Source: an optimization exercise on an open RTL-to-GDS flow (aim: small area). Production flows keep margins and buffers that such runs may drop.
In this exercise RTL edits were held to simulation tests only and were not proved equivalent to the original.

==> flow/design.v, too long to show whole: its modules and the start of the top module <==
// module fir_coe: 45 lines
// module fir_cal: 5331 lines
// module fir_fa: 4 lines
// module fir_top: 32 lines
module fir_top (
input                clk,
input                rst_n,
input                coe_sel_vld_i,
input       [1:0]    coe_sel_index_i,
input                coe_reload_vld_i,
input       [15:0]   coe_reload_data_i,
input                data_vld_i,
input       [15:0]   data_i,
output               data_vld_o,
output      [36:0]   data_o
);
  // ...
==> flow/flow/run.sh <==
#!/bin/bash
# Layout flow: the standard flow, except that synthesis maps the logic
# with an area-oriented ABC script (flow/area.abc) instead of ORFS's ABC
# script. Everything else (the synthesis passes, flattening, renaming,
# floorplan, power grid, placement, CTS, routing) is the standard flow.
set -euo pipefail
W=$PWD
# ORFS synthesis with only the ABC call changed
sed 's#^\(\s*\)log_cmd abc {\*}\$abc_args$#\1log_cmd abc {*}$lib_args {*}$lib_dont_use_args -script '"$W"'/flow/area.abc#' \
    "$FLOW_HOME/scripts/synth.tcl" > "$W/flow_synth_core.tcl"
grep -q "flow/area.abc" "$W/flow_synth_core.tcl"
# The standard flow's synthesis script, sourcing the copy above
sed 's#^source \$::env(SCRIPTS_DIR)/synth.tcl$#source '"$W"'/flow_synth_core.tcl#' synth_recipe.tcl > "$W/flow_synth.tcl"
grep -q "flow_synth_core.tcl" "$W/flow_synth.tcl"
# standard.sh with that synthesis script
sed 's#SYNTH_SCRIPT=[^ ]*#SYNTH_SCRIPT='"$W"'/flow_synth.tcl#' standard.sh > "$W/flow_standard.sh"
grep -q "SYNTH_SCRIPT=$W/flow_synth.tcl" "$W/flow_standard.sh"
bash "$W/flow_standard.sh" synth > "$W/flow_synth.log" 2>&1
# the rest of the standard flow
bash standard.sh > "$W/flow_layout.log" 2>&1
test -f out/final.def
==> flow/flow/area.abc <==
strash; dch; map -a; topo
==> flow/standard.sh <==
#!/bin/bash
# synth_recipe.tcl (not shown) runs the flow's synth.tcl, then flattens the netlist and writes it again
# the make line also repeats each setting of config.mk as NAME=value (left out here)
make -C /OpenROAD-flow-scripts/flow DESIGN_CONFIG=/design/flow/config.mk WORK_HOME=/design/flow/orfs CLKGATE_MAP_FILE= SYNTH_SCRIPT=/design/flow/synth_recipe.tcl "${@:-finish}"
==> flow/config.mk <==
export PLATFORM = sky130hd
export DESIGN_NAME = fir_top
export DESIGN_NICKNAME = fir_top
export VERILOG_FILES = /design/flow/design.v
export SDC_FILE = /design/flow/constraint.sdc
export NUM_CORES = 4
export LEC_CHECK = 0
export ABC_CLOCK_PERIOD_IN_PS = 8000
export CAP_MARGIN = 20
export CORE_MARGIN = 2
export CORE_UTILIZATION = 40
export SLEW_MARGIN = 20
export SYNTH_HIERARCHICAL = 1
==> flow/constraint.sdc <==
create_clock -name core_clock -period 8.0 [get_ports {clk}]
set_input_delay 1.6000 -clock core_clock [delete_from_list [all_inputs] [get_ports {clk}]]
set_output_delay 1.6000 -clock core_clock [all_outputs]
set_load 0.01 [all_outputs]
==> impl_metrics.toml, run 1 <==
[status]
outcome = "finished with violations"
so.violations = "negative setup slack"

[grt]
grt_use_met2 = 0.628

[floorplan]
die_w_um = 484

[finish]
largestClassByArea = "multi-input gates"
buffer_area_frac = 0.0933
seq_area_mm2 = 0.0195
area_delta_synth_final_pct = 20.3
final_common_cell = "xor2_1"
drive_gt1_frac = 0.159

[yosys]
synth_cell_type_count = 38
yosysTopAreaCell = "fa_1"
synthTopCellsByCount = "xor2_1 (1702), fa_1 (1622), o22ai_1 (1397)"
netlist_instances = 8517

[routing]
wl_per_cell_um = 47.1
drc = 0
wl_met1_mm = 213

[placed_design]
dp_slack_ps = 10.4

[setup_path]
worstPathMaxFanout = 10
cp-endpoint = "fir_cal_inst.opb[13]"

[sta]
fin_setup_tns_ps = -48.1
finalSetupViolCount = 2
final.setup.worst_slack_ps = -30.1

[clock_network]
htreeDepth = 3
cts_root_buf = "clkbuf_16"

[worst_hold_path]
min_to = "fir_cal_inst.x21[2]"
==> run 2: changes to the inputs <==
--- a/flow/design.v
+++ b/flow/design.v
@@ -49,99 +49,331 @@
 input                clk,
 input                rst_n,
 input       [175:0]  coe_i,
 input                data_vld_i,
 input       [15:0]   data_i,
 output               data_vld_o,
 output      [36:0]   data_o
 );
-reg  [15:0] x0;
-reg  [15:0] x1;
-reg  [15:0] x2;
-reg  [15:0] x3;
-reg  [15:0] x4;
-reg  [15:0] x5;
-reg  [15:0] x6;
-reg  [15:0] x7;
-reg  [15:0] x8;
-reg  [15:0] x9;
-reg  [15:0] x10;
-reg  [15:0] x11;
-reg  [15:0] x12;
-reg  [15:0] x13;
-reg  [15:0] x14;
-reg  [15:0] x15;
-reg  [15:0] x16;
-reg  [15:0] x17;
-reg  [15:0] x18;
-reg  [15:0] x19;
-reg  [15:0] x20;
-reg  [15:0] x21;
+reg  [15:0] d1;
+reg  [15:0] d2;
+reg  [15:0] d3;
+reg  [15:0] d4;
+reg  [15:0] d5;
+reg  [15:0] d6;
+reg  [15:0] d7;
+reg  [15:0] d8;
+reg  [15:0] d9;
+reg  [15:0] d10;
+reg  [15:0] d11;
+reg  [15:0] d12;
+reg  [15:0] d13;
+reg  [15:0] d14;
+reg  [15:0] d15;
+reg  [15:0] d16;
+reg  [15:0] d17;
+reg  [15:0] d18;
+reg  [15:0] d19;
+reg  [15:0] d20;
+reg  [15:0] d21;
+wire [15:0] x0 = data_vld_i ? data_i : 16'd0;
+reg  [16:0] s0;
 wire [15:0] c0 = coe_i[0 +: 16];
+reg  [16:0] s1;
 wire [15:0] c1 = coe_i[16 +: 16];
+reg  [16:0] s2;
 wire [15:0] c2 = coe_i[32 +: 16];
+reg  [16:0] s3;
 wire [15:0] c3 = coe_i[48 +: 16];
+reg  [16:0] s4;
 wire [15:0] c4 = coe_i[64 +: 16];
+reg  [16:0] s5;
 wire [15:0] c5 = coe_i[80 +: 16];
+reg  [16:0] s6;
 wire [15:0] c6 = coe_i[96 +: 16];
+reg  [16:0] s7;
 wire [15:0] c7 = coe_i[112 +: 16];
+reg  [16:0] s8;
 wire [15:0] c8 = coe_i[128 +: 16];
+reg  [16:0] s9;
 wire [15:0] c9 = coe_i[144 +: 16];
+reg  [16:0] s10;
 wire [15:0] c10 = coe_i[160 +: 16];
 always @(posedge clk or negedge rst_n) begin
     if (!rst_n) begin
-        x0 <= 16'd0;
-        x1 <= 16'd0;
-        x2 <= 16'd0;
-        x3 <= 16'd0;
-        x4 <= 16'd0;
-        x5 <= 16'd0;
-        x6 <= 16'd0;
-        x7 <= 16'd0;
-        x8 <= 16'd0;
-        x9 <= 16'd0;
-        x10 <= 16'd0;
-        x11 <= 16'd0;
-        x12 <= 16'd0;
-        x13 <= 16'd0;
-        x14 <= 16'd0;
-        x15 <= 16'd0;
-        x16 <= 16'd0;
-        x17 <= 16'd0;
-        x18 <= 16'd0;
-        x19 <= 16'd0;
-        x20 <= 16'd0;
-        x21 <= 16'd0;
+        d1 <= 16'd0;
+        d2 <= 16'd0;
+        d3 <= 16'd0;
+        d4 <= 16'd0;
+        d5 <= 16'd0;
+        d6 <= 16'd0;
+        d7 <= 16'd0;
+        d8 <= 16'd0;
+        d9 <= 16'd0;
+        d10 <= 16'd0;
+        d11 <= 16'd0;
+        d12 <= 16'd0;
+        d13 <= 16'd0;
+        d14 <= 16'd0;
+        d15 <= 16'd0;
+        d16 <= 16'd0;
+        d17 <= 16'd0;
+        d18 <= 16'd0;
+        d19 <= 16'd0;
+        d20 <= 16'd0;
+        d21 <= 16'd0;
     end else begin
-        x0 <= data_vld_i ? data_i : 16'd0;
-        x1 <= x0;
-        x2 <= x1;
-        x3 <= x2;
-        x4 <= x3;
-        x5 <= x4;
-        x6 <= x5;
-        x7 <= x6;
-        x8 <= x7;
-        x9 <= x8;
-        x10 <= x9;
-        x11 <= x10;
-        x12 <= x11;
-        x13 <= x12;
-        x14 <= x13;
-        x15 <= x14;
-        x16 <= x15;
-        x17 <= x16;
-        x18 <= x17;
-        x19 <= x18;
-        x20 <= x19;
-        x21 <= x20;
+        d1 <= x0;
+        d2 <= d1;
+        d3 <= d2;
+        d4 <= d3;
+        d5 <= d4;
+        d6 <= d5;
+        d7 <= d6;
+        d8 <= d7;
+        d9 <= d8;
+        d10 <= d9;
+        d11 <= d10;
+        d12 <= d11;
+        d13 <= d12;
+        d14 <= d13;
+        d15 <= d14;
+        d16 <= d15;
+        d17 <= d16;
+        d18 <= d17;
+        d19 <= d18;
+        d20 <= d19;
+        d21 <= d20;
     end
 end
-wire [16:0] s0 = {x0[15], x0} + {x21[15], x21};
+wire [16:0] sn0 = {x0[15], x0} + {d21[15], d21};
+wire [16:0] sn1;
+wire [16:0] cr1;
+assign sn1[0] = d1[0] ^ d20[0];
+assign cr1[0] = d1[0] & d20[0];
+fir_fa up1_1 (.a(d1[1]), .b(d20[1]), .ci(cr1[0]), .s(sn1[1]), .co(cr1[1]));
+fir_fa up1_2 (.a(d1[2]), .b(d20[2]), .ci(cr1[1]), .s(sn1[2]), .co(cr1[2]));
+fir_fa up1_3 (.a(d1[3]), .b(d20[3]), .ci(cr1[2]), .s(sn1[3]), .co(cr1[3]));
+fir_fa up1_4 (.a(d1[4]), .b(d20[4]), .ci(cr1[3]), .s(sn1[4]), .co(cr1[4]));
+fir_fa up1_5 (.a(d1[5]), .b(d20[5]), .ci(cr1[4]), .s(sn1[5]), .co(cr1[5]));
+fir_fa up1_6 (.a(d1[6]), .b(d20[6]), .ci(cr1[5]), .s(sn1[6]), .co(cr1[6]));
+fir_fa up1_7 (.a(d1[7]), .b(d20[7]), .ci(cr1[6]), .s(sn1[7]), .co(cr1[7]));
+fir_fa up1_8 (.a(d1[8]), .b(d20[8]), .ci(cr1[7]), .s(sn1[8]), .co(cr1[8]));
+fir_fa up1_9 (.a(d1[9]), .b(d20[9]), .ci(cr1[8]), .s(sn1[9]), .co(cr1[9]));
+fir_fa up1_10 (.a(d1[10]), .b(d20[10]), .ci(cr1[9]), .s(sn1[10]), .co(cr1[10]));
+fir_fa up1_11 (.a(d1[11]), .b(d20[11]), .ci(cr1[10]), .s(sn1[11]), .co(cr1[11]));
+fir_fa up1_12 (.a(d1[12]), .b(d20[12]), .ci(cr1[11]), .s(sn1[12]), .co(cr1[12]));
+fir_fa up1_13 (.a(d1[13]), .b(d20[13]), .ci(cr1[12]), .s(sn1[13]), .co(cr1[13]));
+fir_fa up1_14 (.a(d1[14]), .b(d20[14]), .ci(cr1[13]), .s(sn1[14]), .co(cr1[14]));
+fir_fa up1_15 (.a(d1[15]), .b(d20[15]), .ci(cr1[14]), .s(sn1[15]), .co(cr1[15]));
+assign sn1[16] = d1[15] ^ d20[15] ^ cr1[15];
+assign cr1[16] = 1'b0;
+wire [16:0] sn2;
+wire [16:0] cr2;
+assign sn2[0] = d2[0] ^ d19[0];
+assign cr2[0] = d2[0] & d19[0];
+fir_fa up2_1 (.a(d2[1]), .b(d19[1]), .ci(cr2[0]), .s(sn2[1]), .co(cr2[1]));
+fir_fa up2_2 (.a(d2[2]), .b(d19[2]), .ci(cr2[1]), .s(sn2[2]), .co(cr2[2]));
+fir_fa up2_3 (.a(d2[3]), .b(d19[3]), .ci(cr2[2]), .s(sn2[3]), .co(cr2[3]));
+fir_fa up2_4 (.a(d2[4]), .b(d19[4]), .ci(cr2[3]), .s(sn2[4]), .co(cr2[4]));
+fir_fa up2_5 (.a(d2[5]), .b(d19[5]), .ci(cr2[4]), .s(sn2[5]), .co(cr2[5]));
+fir_fa up2_6 (.a(d2[6]), .b(d19[6]), .ci(cr2[5]), .s(sn2[6]), .co(cr2[6]));
+fir_fa up2_7 (.a(d2[7]), .b(d19[7]), .ci(cr2[6]), .s(sn2[7]), .co(cr2[7]));
+fir_fa up2_8 (.a(d2[8]), .b(d19[8]), .ci(cr2[7]), .s(sn2[8]), .co(cr2[8]));
+fir_fa up2_9 (.a(d2[9]), .b(d19[9]), .ci(cr2[8]), .s(sn2[9]), .co(cr2[9]));
+fir_fa up2_10 (.a(d2[10]), .b(d19[10]), .ci(cr2[9]), .s(sn2[10]), .co(cr2[10]));
+fir_fa up2_11 (.a(d2[11]), .b(d19[11]), .ci(cr2[10]), .s(sn2[11]), .co(cr2[11]));
+fir_fa up2_12 (.a(d2[12]), .b(d19[12]), .ci(cr2[11]), .s(sn2[12]), .co(cr2[12]));
+fir_fa up2_13 (.a(d2[13]), .b(d19[13]), .ci(cr2[12]), .s(sn2[13]), .co(cr2[13]));
+fir_fa up2_14 (.a(d2[14]), .b(d19[14]), .ci(cr2[13]), .s(sn2[14]), .co(cr2[14]));
+fir_fa up2_15 (.a(d2[15]), .b(d19[15]), .ci(cr2[14]), .s(sn2[15]), .co(cr2[15]));
+assign sn2[16] = d2[15] ^ d19[15] ^ cr2[15];
+assign cr2[16] = 1'b0;
+wire [16:0] sn3;
+wire [16:0] cr3;
+assign sn3[0] = d3[0] ^ d18[0];
+assign cr3[0] = d3[0] & d18[0];
+fir_fa up3_1 (.a(d3[1]), .b(d18[1]), .ci(cr3[0]), .s(sn3[1]), .co(cr3[1]));
+fir_fa up3_2 (.a(d3[2]), .b(d18[2]), .ci(cr3[1]), .s(sn3[2]), .co(cr3[2]));
+fir_fa up3_3 (.a(d3[3]), .b(d18[3]), .ci(cr3[2]), .s(sn3[3]), .co(cr3[3]));
+fir_fa up3_4 (.a(d3[4]), .b(d18[4]), .ci(cr3[3]), .s(sn3[4]), .co(cr3[4]));
+fir_fa up3_5 (.a(d3[5]), .b(d18[5]), .ci(cr3[4]), .s(sn3[5]), .co(cr3[5]));
+fir_fa up3_6 (.a(d3[6]), .b(d18[6]), .ci(cr3[5]), .s(sn3[6]), .co(cr3[6]));
+fir_fa up3_7 (.a(d3[7]), .b(d18[7]), .ci(cr3[6]), .s(sn3[7]), .co(cr3[7]));
+fir_fa up3_8 (.a(d3[8]), .b(d18[8]), .ci(cr3[7]), .s(sn3[8]), .co(cr3[8]));
+fir_fa up3_9 (.a(d3[9]), .b(d18[9]), .ci(cr3[8]), .s(sn3[9]), .co(cr3[9]));
+fir_fa up3_10 (.a(d3[10]), .b(d18[10]), .ci(cr3[9]), .s(sn3[10]), .co(cr3[10]));
+fir_fa up3_11 (.a(d3[11]), .b(d18[11]), .ci(cr3[10]), .s(sn3[11]), .co(cr3[11]));
+fir_fa up3_12 (.a(d3[12]), .b(d18[12]), .ci(cr3[11]), .s(sn3[12]), .co(cr3[12]));
+fir_fa up3_13 (.a(d3[13]), .b(d18[13]), .ci(cr3[12]), .s(sn3[13]), .co(cr3[13]));
+fir_fa up3_14 (.a(d3[14]), .b(d18[14]), .ci(cr3[13]), .s(sn3[14]), .co(cr3[14]));
+fir_fa up3_15 (.a(d3[15]), .b(d18[15]), .ci(cr3[14]), .s(sn3[15]), .co(cr3[15]));
+assign sn3[16] = d3[15] ^ d18[15] ^ cr3[15];
+assign cr3[16] = 1'b0;
+wire [16:0] sn4;
+wire [16:0] cr4;
+assign sn4[0] = d4[0] ^ d17[0];
+assign cr4[0] = d4[0] & d17[0];
+fir_fa up4_1 (.a(d4[1]), .b(d17[1]), .ci(cr4[0]), .s(sn4[1]), .co(cr4[1]));
+fir_fa up4_2 (.a(d4[2]), .b(d17[2]), .ci(cr4[1]), .s(sn4[2]), .co(cr4[2]));
+fir_fa up4_3 (.a(d4[3]), .b(d17[3]), .ci(cr4[2]), .s(sn4[3]), .co(cr4[3]));
+fir_fa up4_4 (.a(d4[4]), .b(d17[4]), .ci(cr4[3]), .s(sn4[4]), .co(cr4[4]));
+fir_fa up4_5 (.a(d4[5]), .b(d17[5]), .ci(cr4[4]), .s(sn4[5]), .co(cr4[5]));
+fir_fa up4_6 (.a(d4[6]), .b(d17[6]), .ci(cr4[5]), .s(sn4[6]), .co(cr4[6]));
+fir_fa up4_7 (.a(d4[7]), .b(d17[7]), .ci(cr4[6]), .s(sn4[7]), .co(cr4[7]));
+fir_fa up4_8 (.a(d4[8]), .b(d17[8]), .ci(cr4[7]), .s(sn4[8]), .co(cr4[8]));
+fir_fa up4_9 (.a(d4[9]), .b(d17[9]), .ci(cr4[8]), .s(sn4[9]), .co(cr4[9]));
+fir_fa up4_10 (.a(d4[10]), .b(d17[10]), .ci(cr4[9]), .s(sn4[10]), .co(cr4[10]));
+fir_fa up4_11 (.a(d4[11]), .b(d17[11]), .ci(cr4[10]), .s(sn4[11]), .co(cr4[11]));
+fir_fa up4_12 (.a(d4[12]), .b(d17[12]), .ci(cr4[11]), .s(sn4[12]), .co(cr4[12]));
+fir_fa up4_13 (.a(d4[13]), .b(d17[13]), .ci(cr4[12]), .s(sn4[13]), .co(cr4[13]));
+fir_fa up4_14 (.a(d4[14]), .b(d17[14]), .ci(cr4[13]), .s(sn4[14]), .co(cr4[14]));
+fir_fa up4_15 (.a(d4[15]), .b(d17[15]), .ci(cr4[14]), .s(sn4[15]), .co(cr4[15]));
+assign sn4[16] = d4[15] ^ d17[15] ^ cr4[15];
+assign cr4[16] = 1'b0;
+wire [16:0] sn5;
+wire [16:0] cr5;
+assign sn5[0] = d5[0] ^ d16[0];
+assign cr5[0] = d5[0] & d16[0];
+fir_fa up5_1 (.a(d5[1]), .b(d16[1]), .ci(cr5[0]), .s(sn5[1]), .co(cr5[1]));
+fir_fa up5_2 (.a(d5[2]), .b(d16[2]), .ci(cr5[1]), .s(sn5[2]), .co(cr5[2]));
+fir_fa up5_3 (.a(d5[3]), .b(d16[3]), .ci(cr5[2]), .s(sn5[3]), .co(cr5[3]));
+fir_fa up5_4 (.a(d5[4]), .b(d16[4]), .ci(cr5[3]), .s(sn5[4]), .co(cr5[4]));
+fir_fa up5_5 (.a(d5[5]), .b(d16[5]), .ci(cr5[4]), .s(sn5[5]), .co(cr5[5]));
+fir_fa up5_6 (.a(d5[6]), .b(d16[6]), .ci(cr5[5]), .s(sn5[6]), .co(cr5[6]));
+fir_fa up5_7 (.a(d5[7]), .b(d16[7]), .ci(cr5[6]), .s(sn5[7]), .co(cr5[7]));
+fir_fa up5_8 (.a(d5[8]), .b(d16[8]), .ci(cr5[7]), .s(sn5[8]), .co(cr5[8]));
+fir_fa up5_9 (.a(d5[9]), .b(d16[9]), .ci(cr5[8]), .s(sn5[9]), .co(cr5[9]));
+fir_fa up5_10 (.a(d5[10]), .b(d16[10]), .ci(cr5[9]), .s(sn5[10]), .co(cr5[10]));
+fir_fa up5_11 (.a(d5[11]), .b(d16[11]), .ci(cr5[10]), .s(sn5[11]), .co(cr5[11]));
+fir_fa up5_12 (.a(d5[12]), .b(d16[12]), .ci(cr5[11]), .s(sn5[12]), .co(cr5[12]));
+fir_fa up5_13 (.a(d5[13]), .b(d16[13]), .ci(cr5[12]), .s(sn5[13]), .co(cr5[13]));
+fir_fa up5_14 (.a(d5[14]), .b(d16[14]), .ci(cr5[13]), .s(sn5[14]), .co(cr5[14]));
+fir_fa up5_15 (.a(d5[15]), .b(d16[15]), .ci(cr5[14]), .s(sn5[15]), .co(cr5[15]));
+assign sn5[16] = d5[15] ^ d16[15] ^ cr5[15];
+assign cr5[16] = 1'b0;
+wire [16:0] sn6;
+wire [16:0] cr6;
+assign sn6[0] = d6[0] ^ d15[0];
+assign cr6[0] = d6[0] & d15[0];
+fir_fa up6_1 (.a(d6[1]), .b(d15[1]), .ci(cr6[0]), .s(sn6[1]), .co(cr6[1]));
+fir_fa up6_2 (.a(d6[2]), .b(d15[2]), .ci(cr6[1]), .s(sn6[2]), .co(cr6[2]));
+fir_fa up6_3 (.a(d6[3]), .b(d15[3]), .ci(cr6[2]), .s(sn6[3]), .co(cr6[3]));
+fir_fa up6_4 (.a(d6[4]), .b(d15[4]), .ci(cr6[3]), .s(sn6[4]), .co(cr6[4]));
+fir_fa up6_5 (.a(d6[5]), .b(d15[5]), .ci(cr6[4]), .s(sn6[5]), .co(cr6[5]));
+fir_fa up6_6 (.a(d6[6]), .b(d15[6]), .ci(cr6[5]), .s(sn6[6]), .co(cr6[6]));
+fir_fa up6_7 (.a(d6[7]), .b(d15[7]), .ci(cr6[6]), .s(sn6[7]), .co(cr6[7]));
+fir_fa up6_8 (.a(d6[8]), .b(d15[8]), .ci(cr6[7]), .s(sn6[8]), .co(cr6[8]));
+fir_fa up6_9 (.a(d6[9]), .b(d15[9]), .ci(cr6[8]), .s(sn6[9]), .co(cr6[9]));
+fir_fa up6_10 (.a(d6[10]), .b(d15[10]), .ci(cr6[9]), .s(sn6[10]), .co(cr6[10]));
+fir_fa up6_11 (.a(d6[11]), .b(d15[11]), .ci(cr6[10]), .s(sn6[11]), .co(cr6[11]));
+fir_fa up6_12 (.a(d6[12]), .b(d15[12]), .ci(cr6[11]), .s(sn6[12]), .co(cr6[12]));
+fir_fa up6_13 (.a(d6[13]), .b(d15[13]), .ci(cr6[12]), .s(sn6[13]), .co(cr6[13]));
+fir_fa up6_14 (.a(d6[14]), .b(d15[14]), .ci(cr6[13]), .s(sn6[14]), .co(cr6[14]));
+fir_fa up6_15 (.a(d6[15]), .b(d15[15]), .ci(cr6[14]), .s(sn6[15]), .co(cr6[15]));
+assign sn6[16] = d6[15] ^ d15[15] ^ cr6[15];
+assign cr6[16] = 1'b0;
+wire [16:0] sn7;
+wire [16:0] cr7;
+assign sn7[0] = d7[0] ^ d14[0];
+assign cr7[0] = d7[0] & d14[0];
+fir_fa up7_1 (.a(d7[1]), .b(d14[1]), .ci(cr7[0]), .s(sn7[1]), .co(cr7[1]));
+fir_fa up7_2 (.a(d7[2]), .b(d14[2]), .ci(cr7[1]), .s(sn7[2]), .co(cr7[2]));
+fir_fa up7_3 (.a(d7[3]), .b(d14[3]), .ci(cr7[2]), .s(sn7[3]), .co(cr7[3]));
+fir_fa up7_4 (.a(d7[4]), .b(d14[4]), .ci(cr7[3]), .s(sn7[4]), .co(cr7[4]));
+fir_fa up7_5 (.a(d7[5]), .b(d14[5]), .ci(cr7[4]), .s(sn7[5]), .co(cr7[5]));
+fir_fa up7_6 (.a(d7[6]), .b(d14[6]), .ci(cr7[5]), .s(sn7[6]), .co(cr7[6]));
+fir_fa up7_7 (.a(d7[7]), .b(d14[7]), .ci(cr7[6]), .s(sn7[7]), .co(cr7[7]));
+fir_fa up7_8 (.a(d7[8]), .b(d14[8]), .ci(cr7[7]), .s(sn7[8]), .co(cr7[8]));
+fir_fa up7_9 (.a(d7[9]), .b(d14[9]), .ci(cr7[8]), .s(sn7[9]), .co(cr7[9]));
+fir_fa up7_10 (.a(d7[10]), .b(d14[10]), .ci(cr7[9]), .s(sn7[10]), .co(cr7[10]));
+fir_fa up7_11 (.a(d7[11]), .b(d14[11]), .ci(cr7[10]), .s(sn7[11]), .co(cr7[11]));
+fir_fa up7_12 (.a(d7[12]), .b(d14[12]), .ci(cr7[11]), .s(sn7[12]), .co(cr7[12]));
+fir_fa up7_13 (.a(d7[13]), .b(d14[13]), .ci(cr7[12]), .s(sn7[13]), .co(cr7[13]));
+fir_fa up7_14 (.a(d7[14]), .b(d14[14]), .ci(cr7[13]), .s(sn7[14]), .co(cr7[14]));
+fir_fa up7_15 (.a(d7[15]), .b(d14[15]), .ci(cr7[14]), .s(sn7[15]), .co(cr7[15]));
+assign sn7[16] = d7[15] ^ d14[15] ^ cr7[15];
+assign cr7[16] = 1'b0;
+wire [16:0] sn8;
+wire [16:0] cr8;
+assign sn8[0] = d8[0] ^ d13[0];
+assign cr8[0] = d8[0] & d13[0];
+fir_fa up8_1 (.a(d8[1]), .b(d13[1]), .ci(cr8[0]), .s(sn8[1]), .co(cr8[1]));
+fir_fa up8_2 (.a(d8[2]), .b(d13[2]), .ci(cr8[1]), .s(sn8[2]), .co(cr8[2]));
+fir_fa up8_3 (.a(d8[3]), .b(d13[3]), .ci(cr8[2]), .s(sn8[3]), .co(cr8[3]));
+fir_fa up8_4 (.a(d8[4]), .b(d13[4]), .ci(cr8[3]), .s(sn8[4]), .co(cr8[4]));
+fir_fa up8_5 (.a(d8[5]), .b(d13[5]), .ci(cr8[4]), .s(sn8[5]), .co(cr8[5]));
+fir_fa up8_6 (.a(d8[6]), .b(d13[6]), .ci(cr8[5]), .s(sn8[6]), .co(cr8[6]));
+fir_fa up8_7 (.a(d8[7]), .b(d13[7]), .ci(cr8[6]), .s(sn8[7]), .co(cr8[7]));
+fir_fa up8_8 (.a(d8[8]), .b(d13[8]), .ci(cr8[7]), .s(sn8[8]), .co(cr8[8]));
+fir_fa up8_9 (.a(d8[9]), .b(d13[9]), .ci(cr8[8]), .s(sn8[9]), .co(cr8[9]));
+fir_fa up8_10 (.a(d8[10]), .b(d13[10]), .ci(cr8[9]), .s(sn8[10]), .co(cr8[10]));
+fir_fa up8_11 (.a(d8[11]), .b(d13[11]), .ci(cr8[10]), .s(sn8[11]), .co(cr8[11]));
+fir_fa up8_12 (.a(d8[12]), .b(d13[12]), .ci(cr8[11]), .s(sn8[12]), .co(cr8[12]));
+fir_fa up8_13 (.a(d8[13]), .b(d13[13]), .ci(cr8[12]), .s(sn8[13]), .co(cr8[13]));
+fir_fa up8_14 (.a(d8[14]), .b(d13[14]), .ci(cr8[13]), .s(sn8[14]), .co(cr8[14]));
+fir_fa up8_15 (.a(d8[15]), .b(d13[15]), .ci(cr8[14]), .s(sn8[15]), .co(cr8[15]));
+assign sn8[16] = d8[15] ^ d13[15] ^ cr8[15];
+assign cr8[16] = 1'b0;
+wire [16:0] sn9;
+wire [16:0] cr9;
+assign sn9[0] = d9[0] ^ d12[0];
+assign cr9[0] = d9[0] & d12[0];
+fir_fa up9_1 (.a(d9[1]), .b(d12[1]), .ci(cr9[0]), .s(sn9[1]), .co(cr9[1]));
+fir_fa up9_2 (.a(d9[2]), .b(d12[2]), .ci(cr9[1]), .s(sn9[2]), .co(cr9[2]));
+fir_fa up9_3 (.a(d9[3]), .b(d12[3]), .ci(cr9[2]), .s(sn9[3]), .co(cr9[3]));
+fir_fa up9_4 (.a(d9[4]), .b(d12[4]), .ci(cr9[3]), .s(sn9[4]), .co(cr9[4]));
+fir_fa up9_5 (.a(d9[5]), .b(d12[5]), .ci(cr9[4]), .s(sn9[5]), .co(cr9[5]));
+fir_fa up9_6 (.a(d9[6]), .b(d12[6]), .ci(cr9[5]), .s(sn9[6]), .co(cr9[6]));
+fir_fa up9_7 (.a(d9[7]), .b(d12[7]), .ci(cr9[6]), .s(sn9[7]), .co(cr9[7]));
+fir_fa up9_8 (.a(d9[8]), .b(d12[8]), .ci(cr9[7]), .s(sn9[8]), .co(cr9[8]));
+fir_fa up9_9 (.a(d9[9]), .b(d12[9]), .ci(cr9[8]), .s(sn9[9]), .co(cr9[9]));
+fir_fa up9_10 (.a(d9[10]), .b(d12[10]), .ci(cr9[9]), .s(sn9[10]), .co(cr9[10]));
+fir_fa up9_11 (.a(d9[11]), .b(d12[11]), .ci(cr9[10]), .s(sn9[11]), .co(cr9[11]));
+fir_fa up9_12 (.a(d9[12]), .b(d12[12]), .ci(cr9[11]), .s(sn9[12]), .co(cr9[12]));
+fir_fa up9_13 (.a(d9[13]), .b(d12[13]), .ci(cr9[12]), .s(sn9[13]), .co(cr9[13]));
+fir_fa up9_14 (.a(d9[14]), .b(d12[14]), .ci(cr9[13]), .s(sn9[14]), .co(cr9[14]));
+fir_fa up9_15 (.a(d9[15]), .b(d12[15]), .ci(cr9[14]), .s(sn9[15]), .co(cr9[15]));
+assign sn9[16] = d9[15] ^ d12[15] ^ cr9[15];
+assign cr9[16] = 1'b0;
+wire [16:0] sn10;
+wire [16:0] cr10;
+assign sn10[0] = d10[0] ^ d11[0];
+assign cr10[0] = d10[0] & d11[0];
+fir_fa up10_1 (.a(d10[1]), .b(d11[1]), .ci(cr10[0]), .s(sn10[1]), .co(cr10[1]));
+fir_fa up10_2 (.a(d10[2]), .b(d11[2]), .ci(cr10[1]), .s(sn10[2]), .co(cr10[2]));
+fir_fa up10_3 (.a(d10[3]), .b(d11[3]), .ci(cr10[2]), .s(sn10[3]), .co(cr10[3]));
+fir_fa up10_4 (.a(d10[4]), .b(d11[4]), .ci(cr10[3]), .s(sn10[4]), .co(cr10[4]));
+fir_fa up10_5 (.a(d10[5]), .b(d11[5]), .ci(cr10[4]), .s(sn10[5]), .co(cr10[5]));
+fir_fa up10_6 (.a(d10[6]), .b(d11[6]), .ci(cr10[5]), .s(sn10[6]), .co(cr10[6]));
+fir_fa up10_7 (.a(d10[7]), .b(d11[7]), .ci(cr10[6]), .s(sn10[7]), .co(cr10[7]));
+fir_fa up10_8 (.a(d10[8]), .b(d11[8]), .ci(cr10[7]), .s(sn10[8]), .co(cr10[8]));
+fir_fa up10_9 (.a(d10[9]), .b(d11[9]), .ci(cr10[8]), .s(sn10[9]), .co(cr10[9]));
+fir_fa up10_10 (.a(d10[10]), .b(d11[10]), .ci(cr10[9]), .s(sn10[10]), .co(cr10[10]));
+fir_fa up10_11 (.a(d10[11]), .b(d11[11]), .ci(cr10[10]), .s(sn10[11]), .co(cr10[11]));
+fir_fa up10_12 (.a(d10[12]), .b(d11[12]), .ci(cr10[11]), .s(sn10[12]), .co(cr10[12]));
+fir_fa up10_13 (.a(d10[13]), .b(d11[13]), .ci(cr10[12]), .s(sn10[13]), .co(cr10[13]));
+fir_fa up10_14 (.a(d10[14]), .b(d11[14]), .ci(cr10[13]), .s(sn10[14]), .co(cr10[14]));
+fir_fa up10_15 (.a(d10[15]), .b(d11[15]), .ci(cr10[14]), .s(sn10[15]), .co(cr10[15]));
+assign sn10[16] = d10[15] ^ d11[15] ^ cr10[15];
+assign cr10[16] = 1'b0;
+always @(posedge clk) begin
+    s0 <= sn0;
+    s1 <= sn1;
+    s2 <= sn2;
+    s3 <= sn3;
+    s4 <= sn4;
+    s5 <= sn5;
+    s6 <= sn6;
+    s7 <= sn7;
+    s8 <= sn8;
+    s9 <= sn9;
+    s10 <= sn10;
+end
 wire n0_0 = c0[1];
 wire o0_0 = c0[0] ^ 1'b0;
 wire t0_0 = (c0[1] & ~c0[0] & ~1'b0) | (~c0[1] & c0[0] & 1'b0);
 wire p0_0_0 = ((o0_0 & s0[0]) | (t0_0 & 1'b0)) ^ n0_0;
 wire p0_0_1 = ((o0_0 & s0[1]) | (t0_0 & s0[0])) ^ n0_0;
 wire p0_0_2 = ((o0_0 & s0[2]) | (t0_0 & s0[1])) ^ n0_0;
 wire p0_0_3 = ((o0_0 & s0[3]) | (t0_0 & s0[2])) ^ n0_0;
 wire p0_0_4 = ((o0_0 & s0[4]) | (t0_0 & s0[3])) ^ n0_0;
@@ -300,17 +532,16 @@
 wire p0_7_10 = ((o0_7 & s0[10]) | (t0_7 & s0[9])) ^ n0_7;
 wire p0_7_11 = ((o0_7 & s0[11]) | (t0_7 & s0[10])) ^ n0_7;
 wire p0_7_12 = ((o0_7 & s0[12]) | (t0_7 & s0[11])) ^ n0_7;
 wire p0_7_13 = ((o0_7 & s0[13]) | (t0_7 & s0[12])) ^ n0_7;
 wire p0_7_14 = ((o0_7 & s0[14]) | (t0_7 & s0[13])) ^ n0_7;
 wire p0_7_15 = ((o0_7 & s0[15]) | (t0_7 & s0[14])) ^ n0_7;
 wire p0_7_16 = ((o0_7 & s0[16]) | (t0_7 & s0[15])) ^ n0_7;
 wire p0_7_17 = ~(((o0_7 & s0[16]) | (t0_7 & s0[16])) ^ n0_7);
-wire [16:0] s1 = {x1[15], x1} + {x20[15], x20};
 wire n1_0 = c1[1];
 wire o1_0 = c1[0] ^ 1'b0;
 wire t1_0 = (c1[1] & ~c1[0] & ~1'b0) | (~c1[1] & c1[0] & 1'b0);
 wire p1_0_0 = ((o1_0 & s1[0]) | (t1_0 & 1'b0)) ^ n1_0;
 wire p1_0_1 = ((o1_0 & s1[1]) | (t1_0 & s1[0])) ^ n1_0;
 wire p1_0_2 = ((o1_0 & s1[2]) | (t1_0 & s1[1])) ^ n1_0;
 wire p1_0_3 = ((o1_0 & s1[3]) | (t1_0 & s1[2])) ^ n1_0;
 wire p1_0_4 = ((o1_0 & s1[4]) | (t1_0 & s1[3])) ^ n1_0;
@@ -469,17 +700,16 @@
 wire p1_7_10 = ((o1_7 & s1[10]) | (t1_7 & s1[9])) ^ n1_7;
 wire p1_7_11 = ((o1_7 & s1[11]) | (t1_7 & s1[10])) ^ n1_7;
 wire p1_7_12 = ((o1_7 & s1[12]) | (t1_7 & s1[11])) ^ n1_7;
 wire p1_7_13 = ((o1_7 & s1[13]) | (t1_7 & s1[12])) ^ n1_7;
 wire p1_7_14 = ((o1_7 & s1[14]) | (t1_7 & s1[13])) ^ n1_7;
 wire p1_7_15 = ((o1_7 & s1[15]) | (t1_7 & s1[14])) ^ n1_7;
 wire p1_7_16 = ((o1_7 & s1[16]) | (t1_7 & s1[15])) ^ n1_7;
 wire p1_7_17 = ~(((o1_7 & s1[16]) | (t1_7 & s1[16])) ^ n1_7);
-wire [16:0] s2 = {x2[15], x2} + {x19[15], x19};
 wire n2_0 = c2[1];
 wire o2_0 = c2[0] ^ 1'b0;
 wire t2_0 = (c2[1] & ~c2[0] & ~1'b0) | (~c2[1] & c2[0] & 1'b0);
 wire p2_0_0 = ((o2_0 & s2[0]) | (t2_0 & 1'b0)) ^ n2_0;
 wire p2_0_1 = ((o2_0 & s2[1]) | (t2_0 & s2[0])) ^ n2_0;
 wire p2_0_2 = ((o2_0 & s2[2]) | (t2_0 & s2[1])) ^ n2_0;
 wire p2_0_3 = ((o2_0 & s2[3]) | (t2_0 & s2[2])) ^ n2_0;
 wire p2_0_4 = ((o2_0 & s2[4]) | (t2_0 & s2[3])) ^ n2_0;
@@ -638,17 +868,16 @@
 wire p2_7_10 = ((o2_7 & s2[10]) | (t2_7 & s2[9])) ^ n2_7;
 wire p2_7_11 = ((o2_7 & s2[11]) | (t2_7 & s2[10])) ^ n2_7;
 wire p2_7_12 = ((o2_7 & s2[12]) | (t2_7 & s2[11])) ^ n2_7;
 wire p2_7_13 = ((o2_7 & s2[13]) | (t2_7 & s2[12])) ^ n2_7;
 wire p2_7_14 = ((o2_7 & s2[14]) | (t2_7 & s2[13])) ^ n2_7;
 wire p2_7_15 = ((o2_7 & s2[15]) | (t2_7 & s2[14])) ^ n2_7;
 wire p2_7_16 = ((o2_7 & s2[16]) | (t2_7 & s2[15])) ^ n2_7;
 wire p2_7_17 = ~(((o2_7 & s2[16]) | (t2_7 & s2[16])) ^ n2_7);
-wire [16:0] s3 = {x3[15], x3} + {x18[15], x18};
 wire n3_0 = c3[1];
 wire o3_0 = c3[0] ^ 1'b0;
 wire t3_0 = (c3[1] & ~c3[0] & ~1'b0) | (~c3[1] & c3[0] & 1'b0);
 wire p3_0_0 = ((o3_0 & s3[0]) | (t3_0 & 1'b0)) ^ n3_0;
 wire p3_0_1 = ((o3_0 & s3[1]) | (t3_0 & s3[0])) ^ n3_0;
 wire p3_0_2 = ((o3_0 & s3[2]) | (t3_0 & s3[1])) ^ n3_0;
 wire p3_0_3 = ((o3_0 & s3[3]) | (t3_0 & s3[2])) ^ n3_0;
 wire p3_0_4 = ((o3_0 & s3[4]) | (t3_0 & s3[3])) ^ n3_0;
@@ -807,17 +1036,16 @@
 wire p3_7_10 = ((o3_7 & s3[10]) | (t3_7 & s3[9])) ^ n3_7;
 wire p3_7_11 = ((o3_7 & s3[11]) | (t3_7 & s3[10])) ^ n3_7;
 wire p3_7_12 = ((o3_7 & s3[12]) | (t3_7 & s3[11])) ^ n3_7;
 wire p3_7_13 = ((o3_7 & s3[13]) | (t3_7 & s3[12])) ^ n3_7;
 wire p3_7_14 = ((o3_7 & s3[14]) | (t3_7 & s3[13])) ^ n3_7;
 wire p3_7_15 = ((o3_7 & s3[15]) | (t3_7 & s3[14])) ^ n3_7;
 wire p3_7_16 = ((o3_7 & s3[16]) | (t3_7 & s3[15])) ^ n3_7;
 wire p3_7_17 = ~(((o3_7 & s3[16]) | (t3_7 & s3[16])) ^ n3_7);
-wire [16:0] s4 = {x4[15], x4} + {x17[15], x17};
 wire n4_0 = c4[1];
 wire o4_0 = c4[0] ^ 1'b0;
 wire t4_0 = (c4[1] & ~c4[0] & ~1'b0) | (~c4[1] & c4[0] & 1'b0);
 wire p4_0_0 = ((o4_0 & s4[0]) | (t4_0 & 1'b0)) ^ n4_0;
 wire p4_0_1 = ((o4_0 & s4[1]) | (t4_0 & s4[0])) ^ n4_0;
 wire p4_0_2 = ((o4_0 & s4[2]) | (t4_0 & s4[1])) ^ n4_0;
 wire p4_0_3 = ((o4_0 & s4[3]) | (t4_0 & s4[2])) ^ n4_0;
 wire p4_0_4 = ((o4_0 & s4[4]) | (t4_0 & s4[3])) ^ n4_0;
@@ -976,17 +1204,16 @@
 wire p4_7_10 = ((o4_7 & s4[10]) | (t4_7 & s4[9])) ^ n4_7;
 wire p4_7_11 = ((o4_7 & s4[11]) | (t4_7 & s4[10])) ^ n4_7;
 wire p4_7_12 = ((o4_7 & s4[12]) | (t4_7 & s4[11])) ^ n4_7;
 wire p4_7_13 = ((o4_7 & s4[13]) | (t4_7 & s4[12])) ^ n4_7;
 wire p4_7_14 = ((o4_7 & s4[14]) | (t4_7 & s4[13])) ^ n4_7;
 wire p4_7_15 = ((o4_7 & s4[15]) | (t4_7 & s4[14])) ^ n4_7;
 wire p4_7_16 = ((o4_7 & s4[16]) | (t4_7 & s4[15])) ^ n4_7;
 wire p4_7_17 = ~(((o4_7 & s4[16]) | (t4_7 & s4[16])) ^ n4_7);
-wire [16:0] s5 = {x5[15], x5} + {x16[15], x16};
 wire n5_0 = c5[1];
 wire o5_0 = c5[0] ^ 1'b0;
 wire t5_0 = (c5[1] & ~c5[0] & ~1'b0) | (~c5[1] & c5[0] & 1'b0);
 wire p5_0_0 = ((o5_0 & s5[0]) | (t5_0 & 1'b0)) ^ n5_0;
 wire p5_0_1 = ((o5_0 & s5[1]) | (t5_0 & s5[0])) ^ n5_0;
 wire p5_0_2 = ((o5_0 & s5[2]) | (t5_0 & s5[1])) ^ n5_0;
 wire p5_0_3 = ((o5_0 & s5[3]) | (t5_0 & s5[2])) ^ n5_0;
 wire p5_0_4 = ((o5_0 & s5[4]) | (t5_0 & s5[3])) ^ n5_0;
@@ -1145,17 +1372,16 @@
 wire p5_7_10 = ((o5_7 & s5[10]) | (t5_7 & s5[9])) ^ n5_7;
 wire p5_7_11 = ((o5_7 & s5[11]) | (t5_7 & s5[10])) ^ n5_7;
 wire p5_7_12 = ((o5_7 & s5[12]) | (t5_7 & s5[11])) ^ n5_7;
 wire p5_7_13 = ((o5_7 & s5[13]) | (t5_7 & s5[12])) ^ n5_7;
 wire p5_7_14 = ((o5_7 & s5[14]) | (t5_7 & s5[13])) ^ n5_7;
 wire p5_7_15 = ((o5_7 & s5[15]) | (t5_7 & s5[14])) ^ n5_7;
 wire p5_7_16 = ((o5_7 & s5[16]) | (t5_7 & s5[15])) ^ n5_7;
 wire p5_7_17 = ~(((o5_7 & s5[16]) | (t5_7 & s5[16])) ^ n5_7);
-wire [16:0] s6 = {x6[15], x6} + {x15[15], x15};
 wire n6_0 = c6[1];
 wire o6_0 = c6[0] ^ 1'b0;
 wire t6_0 = (c6[1] & ~c6[0] & ~1'b0) | (~c6[1] & c6[0] & 1'b0);
 wire p6_0_0 = ((o6_0 & s6[0]) | (t6_0 & 1'b0)) ^ n6_0;
 wire p6_0_1 = ((o6_0 & s6[1]) | (t6_0 & s6[0])) ^ n6_0;
 wire p6_0_2 = ((o6_0 & s6[2]) | (t6_0 & s6[1])) ^ n6_0;
 wire p6_0_3 = ((o6_0 & s6[3]) | (t6_0 & s6[2])) ^ n6_0;
 wire p6_0_4 = ((o6_0 & s6[4]) | (t6_0 & s6[3])) ^ n6_0;
@@ -1314,17 +1540,16 @@
 wire p6_7_10 = ((o6_7 & s6[10]) | (t6_7 & s6[9])) ^ n6_7;
 wire p6_7_11 = ((o6_7 & s6[11]) | (t6_7 & s6[10])) ^ n6_7;
 wire p6_7_12 = ((o6_7 & s6[12]) | (t6_7 & s6[11])) ^ n6_7;
 wire p6_7_13 = ((o6_7 & s6[13]) | (t6_7 & s6[12])) ^ n6_7;
 wire p6_7_14 = ((o6_7 & s6[14]) | (t6_7 & s6[13])) ^ n6_7;
 wire p6_7_15 = ((o6_7 & s6[15]) | (t6_7 & s6[14])) ^ n6_7;
 wire p6_7_16 = ((o6_7 & s6[16]) | (t6_7 & s6[15])) ^ n6_7;
 wire p6_7_17 = ~(((o6_7 & s6[16]) | (t6_7 & s6[16])) ^ n6_7);
-wire [16:0] s7 = {x7[15], x7} + {x14[15], x14};
 wire n7_0 = c7[1];
 wire o7_0 = c7[0] ^ 1'b0;
 wire t7_0 = (c7[1] & ~c7[0] & ~1'b0) | (~c7[1] & c7[0] & 1'b0);
 wire p7_0_0 = ((o7_0 & s7[0]) | (t7_0 & 1'b0)) ^ n7_0;
 wire p7_0_1 = ((o7_0 & s7[1]) | (t7_0 & s7[0])) ^ n7_0;
 wire p7_0_2 = ((o7_0 & s7[2]) | (t7_0 & s7[1])) ^ n7_0;
 wire p7_0_3 = ((o7_0 & s7[3]) | (t7_0 & s7[2])) ^ n7_0;
 wire p7_0_4 = ((o7_0 & s7[4]) | (t7_0 & s7[3])) ^ n7_0;
@@ -1483,17 +1708,16 @@
 wire p7_7_10 = ((o7_7 & s7[10]) | (t7_7 & s7[9])) ^ n7_7;
 wire p7_7_11 = ((o7_7 & s7[11]) | (t7_7 & s7[10])) ^ n7_7;
 wire p7_7_12 = ((o7_7 & s7[12]) | (t7_7 & s7[11])) ^ n7_7;
 wire p7_7_13 = ((o7_7 & s7[13]) | (t7_7 & s7[12])) ^ n7_7;
 wire p7_7_14 = ((o7_7 & s7[14]) | (t7_7 & s7[13])) ^ n7_7;
 wire p7_7_15 = ((o7_7 & s7[15]) | (t7_7 & s7[14])) ^ n7_7;
 wire p7_7_16 = ((o7_7 & s7[16]) | (t7_7 & s7[15])) ^ n7_7;
 wire p7_7_17 = ~(((o7_7 & s7[16]) | (t7_7 & s7[16])) ^ n7_7);
-wire [16:0] s8 = {x8[15], x8} + {x13[15], x13};
 wire n8_0 = c8[1];
 wire o8_0 = c8[0] ^ 1'b0;
 wire t8_0 = (c8[1] & ~c8[0] & ~1'b0) | (~c8[1] & c8[0] & 1'b0);
 wire p8_0_0 = ((o8_0 & s8[0]) | (t8_0 & 1'b0)) ^ n8_0;
 wire p8_0_1 = ((o8_0 & s8[1]) | (t8_0 & s8[0])) ^ n8_0;
 wire p8_0_2 = ((o8_0 & s8[2]) | (t8_0 & s8[1])) ^ n8_0;
 wire p8_0_3 = ((o8_0 & s8[3]) | (t8_0 & s8[2])) ^ n8_0;
 wire p8_0_4 = ((o8_0 & s8[4]) | (t8_0 & s8[3])) ^ n8_0;
@@ -1652,17 +1876,16 @@
 wire p8_7_10 = ((o8_7 & s8[10]) | (t8_7 & s8[9])) ^ n8_7;
 wire p8_7_11 = ((o8_7 & s8[11]) | (t8_7 & s8[10])) ^ n8_7;
 wire p8_7_12 = ((o8_7 & s8[12]) | (t8_7 & s8[11])) ^ n8_7;
 wire p8_7_13 = ((o8_7 & s8[13]) | (t8_7 & s8[12])) ^ n8_7;
 wire p8_7_14 = ((o8_7 & s8[14]) | (t8_7 & s8[13])) ^ n8_7;
 wire p8_7_15 = ((o8_7 & s8[15]) | (t8_7 & s8[14])) ^ n8_7;
 wire p8_7_16 = ((o8_7 & s8[16]) | (t8_7 & s8[15])) ^ n8_7;
 wire p8_7_17 = ~(((o8_7 & s8[16]) | (t8_7 & s8[16])) ^ n8_7);
-wire [16:0] s9 = {x9[15], x9} + {x12[15], x12};
 wire n9_0 = c9[1];
 wire o9_0 = c9[0] ^ 1'b0;
 wire t9_0 = (c9[1] & ~c9[0] & ~1'b0) | (~c9[1] & c9[0] & 1'b0);
 wire p9_0_0 = ((o9_0 & s9[0]) | (t9_0 & 1'b0)) ^ n9_0;
 wire p9_0_1 = ((o9_0 & s9[1]) | (t9_0 & s9[0])) ^ n9_0;
 wire p9_0_2 = ((o9_0 & s9[2]) | (t9_0 & s9[1])) ^ n9_0;
 wire p9_0_3 = ((o9_0 & s9[3]) | (t9_0 & s9[2])) ^ n9_0;
 wire p9_0_4 = ((o9_0 & s9[4]) | (t9_0 & s9[3])) ^ n9_0;
@@ -1821,17 +2044,16 @@
 wire p9_7_10 = ((o9_7 & s9[10]) | (t9_7 & s9[9])) ^ n9_7;
 wire p9_7_11 = ((o9_7 & s9[11]) | (t9_7 & s9[10])) ^ n9_7;
 wire p9_7_12 = ((o9_7 & s9[12]) | (t9_7 & s9[11])) ^ n9_7;
 wire p9_7_13 = ((o9_7 & s9[13]) | (t9_7 & s9[12])) ^ n9_7;
 wire p9_7_14 = ((o9_7 & s9[14]) | (t9_7 & s9[13])) ^ n9_7;
 wire p9_7_15 = ((o9_7 & s9[15]) | (t9_7 & s9[14])) ^ n9_7;
 wire p9_7_16 = ((o9_7 & s9[16]) | (t9_7 & s9[15])) ^ n9_7;
 wire p9_7_17 = ~(((o9_7 & s9[16]) | (t9_7 & s9[16])) ^ n9_7);
-wire [16:0] s10 = {x10[15], x10} + {x11[15], x11};
 wire n10_0 = c10[1];
 wire o10_0 = c10[0] ^ 1'b0;
 wire t10_0 = (c10[1] & ~c10[0] & ~1'b0) | (~c10[1] & c10[0] & 1'b0);
 wire p10_0_0 = ((o10_0 & s10[0]) | (t10_0 & 1'b0)) ^ n10_0;
 wire p10_0_1 = ((o10_0 & s10[1]) | (t10_0 & s10[0])) ^ n10_0;
 wire p10_0_2 = ((o10_0 & s10[2]) | (t10_0 & s10[1])) ^ n10_0;
 wire p10_0_3 = ((o10_0 & s10[3]) | (t10_0 & s10[2])) ^ n10_0;
 wire p10_0_4 = ((o10_0 & s10[4]) | (t10_0 & s10[3])) ^ n10_0;
@@ -5280,93 +5502,162 @@
 wire fs3283, fc3284;
 fir_fa ufs3283 (.a(fc3142), .b(fs3215), .ci(fc3214), .s(fs3283), .co(fc3284));
 wire fs3285, fc3286;
 fir_fa ufs3285 (.a(fc3146), .b(fs3217), .ci(fc3216), .s(fs3285), .co(fc3286));
 wire fs3287, fc3288;
 fir_fa ufs3287 (.a(fc3150), .b(fs3219), .ci(fc3218), .s(fs3287), .co(fc3288));
 wire fs3289, fc3290;
 fir_fa ufs3289 (.a(fc3154), .b(fs3221), .ci(fc3220), .s(fs3289), .co(fc3290));
-reg [35:0] ra_r;
-reg [35:0] rb_r;
+reg r0_0;
+reg r0_1;
+reg r1_0;
+reg r1_1;
+reg r2_0;
+reg r2_1;
+reg r3_0;
+reg r3_1;
+reg r4_0;
+reg r4_1;
+reg r5_0;
+reg r5_1;
+reg r6_0;
+reg r6_1;
+reg r7_0;
+reg r7_1;
+reg r8_0;
+reg r8_1;
+reg r9_0;
+reg r9_1;
+reg r10_0;
+reg r10_1;
+reg r11_0;
+reg r11_1;
+reg r12_0;
+reg r12_1;
+reg r13_0;
+reg r13_1;
+reg r14_0;
+reg r14_1;
+reg r15_0;
+reg r15_1;
+reg r16_0;
+reg r16_1;
+reg r17_0;
+reg r17_1;
+reg r18_0;
+reg r18_1;
+reg r19_0;
+reg r19_1;
+reg r20_0;
+reg r20_1;
+reg r21_0;
+reg r21_1;
+reg r22_0;
+reg r22_1;
+reg r23_0;
+reg r23_1;
+reg r24_0;
+reg r24_1;
+reg r25_0;
+reg r25_1;
+reg r26_0;
+reg r26_1;
+reg r27_0;
+reg r27_1;
+reg r28_0;
+reg r28_1;
+reg r29_0;
+reg r29_1;
+reg r30_0;
+reg r30_1;
+reg r31_0;
+reg r31_1;
+reg r32_0;
+reg r32_1;
+reg r33_0;
+reg r33_1;
+reg r34_0;
+reg r34_1;
+reg r35_0;
 always @(posedge clk) begin
-    ra_r[0] <= hs3223;
-    rb_r[0] <= fs3025;
-    ra_r[1] <= hc3224;
-    rb_r[1] <= fs3225;
-    ra_r[2] <= fc3226;
-    rb_r[2] <= fs3227;
-    ra_r[3] <= fc3228;
-    rb_r[3] <= fs3229;
-    ra_r[4] <= fc3230;
-    rb_r[4] <= fs3231;
-    ra_r[5] <= fc3232;
-    rb_r[5] <= fs3233;
-    ra_r[6] <= fc3234;
-    rb_r[6] <= fs3235;
-    ra_r[7] <= fc3236;
-    rb_r[7] <= fs3237;
-    ra_r[8] <= fc3238;
-    rb_r[8] <= fs3239;
-    ra_r[9] <= fc3240;
-    rb_r[9] <= fs3241;
-    ra_r[10] <= fc3242;
-    rb_r[10] <= fs3243;
-    ra_r[11] <= fc3244;
-    rb_r[11] <= fs3245;
-    ra_r[12] <= fc3246;
-    rb_r[12] <= fs3247;
-    ra_r[13] <= fc3248;
-    rb_r[13] <= fs3249;
-    ra_r[14] <= fc3250;
-    rb_r[14] <= fs3251;
-    ra_r[15] <= fc3252;
-    rb_r[15] <= fs3253;
-    ra_r[16] <= fc3254;
-    rb_r[16] <= fs3255;
-    ra_r[17] <= fc3256;
-    rb_r[17] <= fs3257;
-    ra_r[18] <= fc3258;
-    rb_r[18] <= fs3259;
-    ra_r[19] <= fc3260;
-    rb_r[19] <= fs3261;
-    ra_r[20] <= fc3262;
-    rb_r[20] <= fs3263;
-    ra_r[21] <= fc3264;
-    rb_r[21] <= fs3265;
-    ra_r[22] <= fc3266;
-    rb_r[22] <= fs3267;
-    ra_r[23] <= fc3268;
-    rb_r[23] <= fs3269;
-    ra_r[24] <= fc3270;
-    rb_r[24] <= fs3271;
-    ra_r[25] <= fc3272;
-    rb_r[25] <= fs3273;
-    ra_r[26] <= fc3274;
-    rb_r[26] <= fs3275;
-    ra_r[27] <= fc3276;
-    rb_r[27] <= fs3277;
-    ra_r[28] <= fc3278;
-    rb_r[28] <= fs3279;
-    ra_r[29] <= fc3280;
-    rb_r[29] <= fs3281;
-    ra_r[30] <= fc3282;
-    rb_r[30] <= fs3283;
-    ra_r[31] <= fc3284;
-    rb_r[31] <= fs3285;
-    ra_r[32] <= fc3286;
-    rb_r[32] <= fs3287;
-    ra_r[33] <= fc3288;
-    rb_r[33] <= fs3289;
-    ra_r[34] <= fc3290;
-    rb_r[34] <= fc3222;
-    ra_r[35] <= 1'b1;
+    r0_0 <= hs3223;
+    r0_1 <= fs3025;
+    r1_0 <= hc3224;
+    r1_1 <= fs3225;
+    r2_0 <= fc3226;
+    r2_1 <= fs3227;
+    r3_0 <= fc3228;
+    r3_1 <= fs3229;
+    r4_0 <= fc3230;
+    r4_1 <= fs3231;
+    r5_0 <= fc3232;
+    r5_1 <= fs3233;
+    r6_0 <= fc3234;
+    r6_1 <= fs3235;
+    r7_0 <= fc3236;
+    r7_1 <= fs3237;
+    r8_0 <= fc3238;
+    r8_1 <= fs3239;
+    r9_0 <= fc3240;
+    r9_1 <= fs3241;
+    r10_0 <= fc3242;
+    r10_1 <= fs3243;
+    r11_0 <= fc3244;
+    r11_1 <= fs3245;
+    r12_0 <= fc3246;
+    r12_1 <= fs3247;
+    r13_0 <= fc3248;
+    r13_1 <= fs3249;
+    r14_0 <= fc3250;
+    r14_1 <= fs3251;
+    r15_0 <= fc3252;
+    r15_1 <= fs3253;
+    r16_0 <= fc3254;
+    r16_1 <= fs3255;
+    r17_0 <= fc3256;
+    r17_1 <= fs3257;
+    r18_0 <= fc3258;
+    r18_1 <= fs3259;
+    r19_0 <= fc3260;
+    r19_1 <= fs3261;
+    r20_0 <= fc3262;
+    r20_1 <= fs3263;
+    r21_0 <= fc3264;
+    r21_1 <= fs3265;
+    r22_0 <= fc3266;
+    r22_1 <= fs3267;
+    r23_0 <= fc3268;
+    r23_1 <= fs3269;
+    r24_0 <= fc3270;
+    r24_1 <= fs3271;
+    r25_0 <= fc3272;
+    r25_1 <= fs3273;
+    r26_0 <= fc3274;
+    r26_1 <= fs3275;
+    r27_0 <= fc3276;
+    r27_1 <= fs3277;
+    r28_0 <= fc3278;
+    r28_1 <= fs3279;
+    r29_0 <= fc3280;
+    r29_1 <= fs3281;
+    r30_0 <= fc3282;
+    r30_1 <= fs3283;
+    r31_0 <= fc3284;
+    r31_1 <= fs3285;
+    r32_0 <= fc3286;
+    r32_1 <= fs3287;
+    r33_0 <= fc3288;
+    r33_1 <= fs3289;
+    r34_0 <= fc3290;
+    r34_1 <= fc3222;
+    r35_0 <= 1'b1;
 end
-wire [35:0] opa = {ra_r[35], ra_r[34], ra_r[33], ra_r[32], ra_r[31], ra_r[30], ra_r[29], ra_r[28], ra_r[27], ra_r[26], ra_r[25], ra_r[24], ra_r[23], ra_r[22], ra_r[21], ra_r[20], ra_r[19], ra_r[18], ra_r[17], ra_r[16], ra_r[15], ra_r[14], ra_r[13], ra_r[12], ra_r[11], ra_r[10], ra_r[9], ra_r[8], ra_r[7], ra_r[6], ra_r[5], ra_r[4], ra_r[3], ra_r[2], ra_r[1], ra_r[0]};
-wire [35:0] opb = {1'b0, rb_r[34], rb_r[33], rb_r[32], rb_r[31], rb_r[30], rb_r[29], rb_r[28], rb_r[27], rb_r[26], rb_r[25], rb_r[24], rb_r[23], rb_r[22], rb_r[21], rb_r[20], rb_r[19], rb_r[18], rb_r[17], rb_r[16], rb_r[15], rb_r[14], rb_r[13], rb_r[12], rb_r[11], rb_r[10], rb_r[9], rb_r[8], rb_r[7], rb_r[6], rb_r[5], rb_r[4], rb_r[3], rb_r[2], rb_r[1], rb_r[0]};
+wire [35:0] opa = {r35_0, r34_0, r33_0, r32_0, r31_0, r30_0, r29_0, r28_0, r27_0, r26_0, r25_0, r24_0, r23_0, r22_0, r21_0, r20_0, r19_0, r18_0, r17_0, r16_0, r15_0, r14_0, r13_0, r12_0, r11_0, r10_0, r9_0, r8_0, r7_0, r6_0, r5_0, r4_0, r3_0, r2_0, r1_0, r0_0};
+wire [35:0] opb = {1'b0, r34_1, r33_1, r32_1, r31_1, r30_1, r29_1, r28_1, r27_1, r26_1, r25_1, r24_1, r23_1, r22_1, r21_1, r20_1, r19_1, r18_1, r17_1, r16_1, r15_1, r14_1, r13_1, r12_1, r11_1, r10_1, r9_1, r8_1, r7_1, r6_1, r5_1, r4_1, r3_1, r2_1, r1_1, r0_1};
 wire [35:0] sum = opa + opb;
 reg v1_r, v2_r;
 always @(posedge clk or negedge rst_n) begin
     if (!rst_n) begin
         v1_r <= 1'b0;
         v2_r <= 1'b0;
     end else begin
         v1_r <= data_vld_i;
==> flow/config.mk (replaced) <==
export PLATFORM = sky130hd
export DESIGN_NAME = fir_top
export DESIGN_NICKNAME = fir_top
export VERILOG_FILES = /design/flow/design.v
export SDC_FILE = /design/flow/constraint.sdc
export NUM_CORES = 4
export LEC_CHECK = 0
export CAP_MARGIN = 20
export CORE_MARGIN = 2
export CORE_UTILIZATION = 40
export SETUP_SLACK_MARGIN = 0.2
export SLEW_MARGIN = 20
export SYNTH_HIERARCHICAL = 1
==> run 2 against run 1 <==
Net effect:
- the run now finishes clean
- worst hold slack worse by 5.2 ps
- setup slack better by 470 ps
- final cell count down 6.7%
- die area decreased by 0.50%
- via count shrank 11%
==> impl_metrics.toml, run 2 <==
[placed_design]
dpl.hpwl_mm = 417
dp_cells = 11600
place_congestion = 1.11
portBuffers = 76

[grt]
grt_busiest_layer = "met2"
grt-ovfl-total = 0
grt_use_met2 = 0.609
met3_usage = 0.210
grt_pass1_vias = 80600
grt_antenna_before_repair = 45
grt_pass1_wl_mm = 709
grt_max_degree = 185
grtUsageTotal = 0.448
grt_use_met1 = 0.550

[setup_path]
crit_type = "register to register"
crit_cells = 15
worstPathMaxFanout = 9
path_common_cell = "fa_1"
setup.worst_path.start_class = "register"
cpLargestDelayFamily = "adder cells"
arrival_ps = 8170
slowest_stage = "fa_1"
path_buf_inv = 1
required_ps = 8610
cp-end-kind = "register"
reg2reg_depth = 15
cp_cell_sequence = "nor2_1 > clkinv_1 > nand2_1 > o22ai_1 > xor2_1 > fa_1 > fa_1 > fa_1 > fa_1 > fa_1 > fa_1 > fa_1 > fa_1 > fa_1 > fa_1"
critical_path.max_stage_delay_ps = 910

[sta]
worst_pin_slew_ps = 1400
finalHoldViolations = 0
slew-limit-headroom = 0.0688
max_freq_ghz = 0.132
rsz0062_at_grt = "false"
finalSetupViolCount = 0
min_period_ps = 7560
fin_setup_tns_ps = 0
finalClockSkew_ps = 110
timing.final.max_slew_violations = 0
fin_crit_sh = 0.945

[job]
maxCapViolations = 0

[finish]
final_common_cell = "fa_1"
reg_top3 = "fir_coe_inst.cfg_r x176, fir_coe_inst.cur_r x176"
layout_common_cells = "fa_1 (1762), xor2_1 (1439), o22ai_1 (1324), buf_4 (614), dfrtp_1 (541)"
fin_nets = 10600
stdcell_count = 11900
area_delta_synth_final_pct = 15.0
drive_gt1_frac = 0.127

[routing]
vias = 80300
wl_mm = 527
viasPerCell = 6.75
ant_nets = 0
dr.pass1.iters = 8
wl_per_cell_um = 44.3
first_iter_violations = 12600
drc = 0

[yosys]
yosysSeqAreaShare = 0.249
netlist_instances = 7885
synth_cell_type_count = 36
synth_area_mm2 = 0.0918
yosysTopAreaCell = "fa_1"
yosysWarningCount = 8
synth_area_leaders = "fa_1 (38%), dfrtp_1 (15%), xor2_1 (14%), o22ai_1 (9.0%), dfxtp_1 (5.6%)"
synth_top_area_frac = 0.384
synth.avg_cell_area_um2 = 11.6
ys_seq_elements = 958
synth_edf_count = 0
yosys_most_used_dff = "dfrtp_1"
synthTopCellsByCount = "fa_1 (1762), xor2_1 (1440), o22ai_1 (1324)"
synth.most_common_cell = "fa_1"
async_reset_ff_frac = 0.732

[floorplan]
die-area_mm2 = 0.233
die_w_um = 483
rows = 175
core_mm2 = 0.228
die_y_um = 483
io_pins = 77
initial_core_util = 0.403

[clock_network]
cts.path.max_buffers = 3
clkLatencyLatePin_ps = 840
ctsResizeCount = 0
htreeDepth = 3
numCtsBuffers = 98
post_cts_buffers = 0
cts_tree = "yes"
cts_root_buf = "clkbuf_16"
path_clk_slew_ps = 60
hold_buffers = 0
cts.sinks = 958

[status]
outcome = "timing/DRC/antenna clean"

[worst_hold_path]
hold_class = "register to register"
min_path_cells = 0
## run 2: logic make-up (layout without fill, tap and decap cells)
logic type	after synthesis	count (layout)	share of synthesized area
compound gates	2098	2098	0.141
fa+ha+maj	1858	1858	0.397
xor+xnor	1477	1477	0.141
flops	958	958	0.249
simple gates	908	908	0.0379
buf+inv	474	1388	0.0194
mux	111	111	0.0136
other cells	1	95	0.0000409
## run 2: area by class of cell
cell class                 instances  area (um2)
multi-input combinational       6460       67200
timing repair buffer             730        6180
tap                             3009        3760
clock buffer                     138        2860
fill                           21200      122000
sequential                       958       22900
inverter                         473        1780
antenna                           87         218
clock inverter                    47         659
## run 2: Yosys stat by module, one instance, submodules excluded, a selection
module,flip-flops and latches,cells,copies in the design,cell area (um2)
fir_fa,0,1,1760,20.0
fir_coe,363,971,1,13300
fir_cal,595,5154,1,43300
## run 2: worst register-to-register path: stages, from the launching register on
cell and delay (ps):
dfstp_2 620, nor2_1 120, clkinv_1 60, nand2_1 470
o22ai_1 430, xor2_1 140, fa_1 570, fa_1 540
fa_1 480, fa_1 500, fa_1 480, fa_1 630
fa_1 470, fa_1 500, fa_1 490, fa_1 910
## run 2: final timing paths
| check | from | slack (ps) | to |
|---|---|---|---|
| setup / recovery | fir_coe_inst.cur_r[93] | 440 | fir_cal_inst.r27_1 |
| hold / removal | fir_cal_inst.d8[12] | 320 | fir_cal_inst.d9[12] |
| setup reg to reg | fir_coe_inst.cur_r[93] | 440 | fir_cal_inst.r27_1 |
| hold reg to reg | fir_cal_inst.d8[12] | 320 | fir_cal_inst.d9[12] |
| max in group asynchronous | rst_n | 5250 | fir_coe_inst.cfg_r[99] |
| min in group asynchronous | rst_n | 800 | fir_cal_inst.d9[12] |
## run 2: routing by layer
| layer | part of all wire | up-vias |
|---|---|---|
| li1 | - | 29400 |
| met1 | 0.36 | 41300 |
| met2 | 0.39 | 7368 |
| met3 | 0.15 | 2316 |
| met4 | 0.099 | 36 |
| met5 | 0.0013 | - |
## run 2: metrics by stage
step	area [um2]	utilization	hold WS, ps	worst slack (ps)
2_1_floorplan	91800	-	331	589
3_3_place_gp	102000	0.447	334	647
3_5_place_dp	102000	0.447	344	648
4_1_cts	105000	0.462	365	621
5_1_grt	105000	0.463	331	389
6_report	106000	0.464	316	441

## separate check: timing with driven ports
Ports are ideal in the flow. The routed layouts listed here were re-timed in OpenROAD.
Step 1 sets driving cells, clkbuf_16 on the clock port and buf_2 on the other inputs (assumed; they add their load-dependent delay and slew).
Step 2 also shifts input and output timing later by t, the mid clock arrival at the registers, as if the neighbouring blocks saw the same clock.
a / b / c = no drivers / after step 1 / after step 2; a / b = the first two.
run	t (ns)	setup WS [ns]	worst setup path after step 2	clock arrival spread, ns	worst register clock-pin slew, ns
run 1	0.876	-0.030 / -0.030 / -0.030	register to register	0.088 / 0.088	0.07 / 0.07
run 2	0.898	0.441 / 0.441 / 0.441	register to register	0.110 / 0.110	0.10 / 0.10
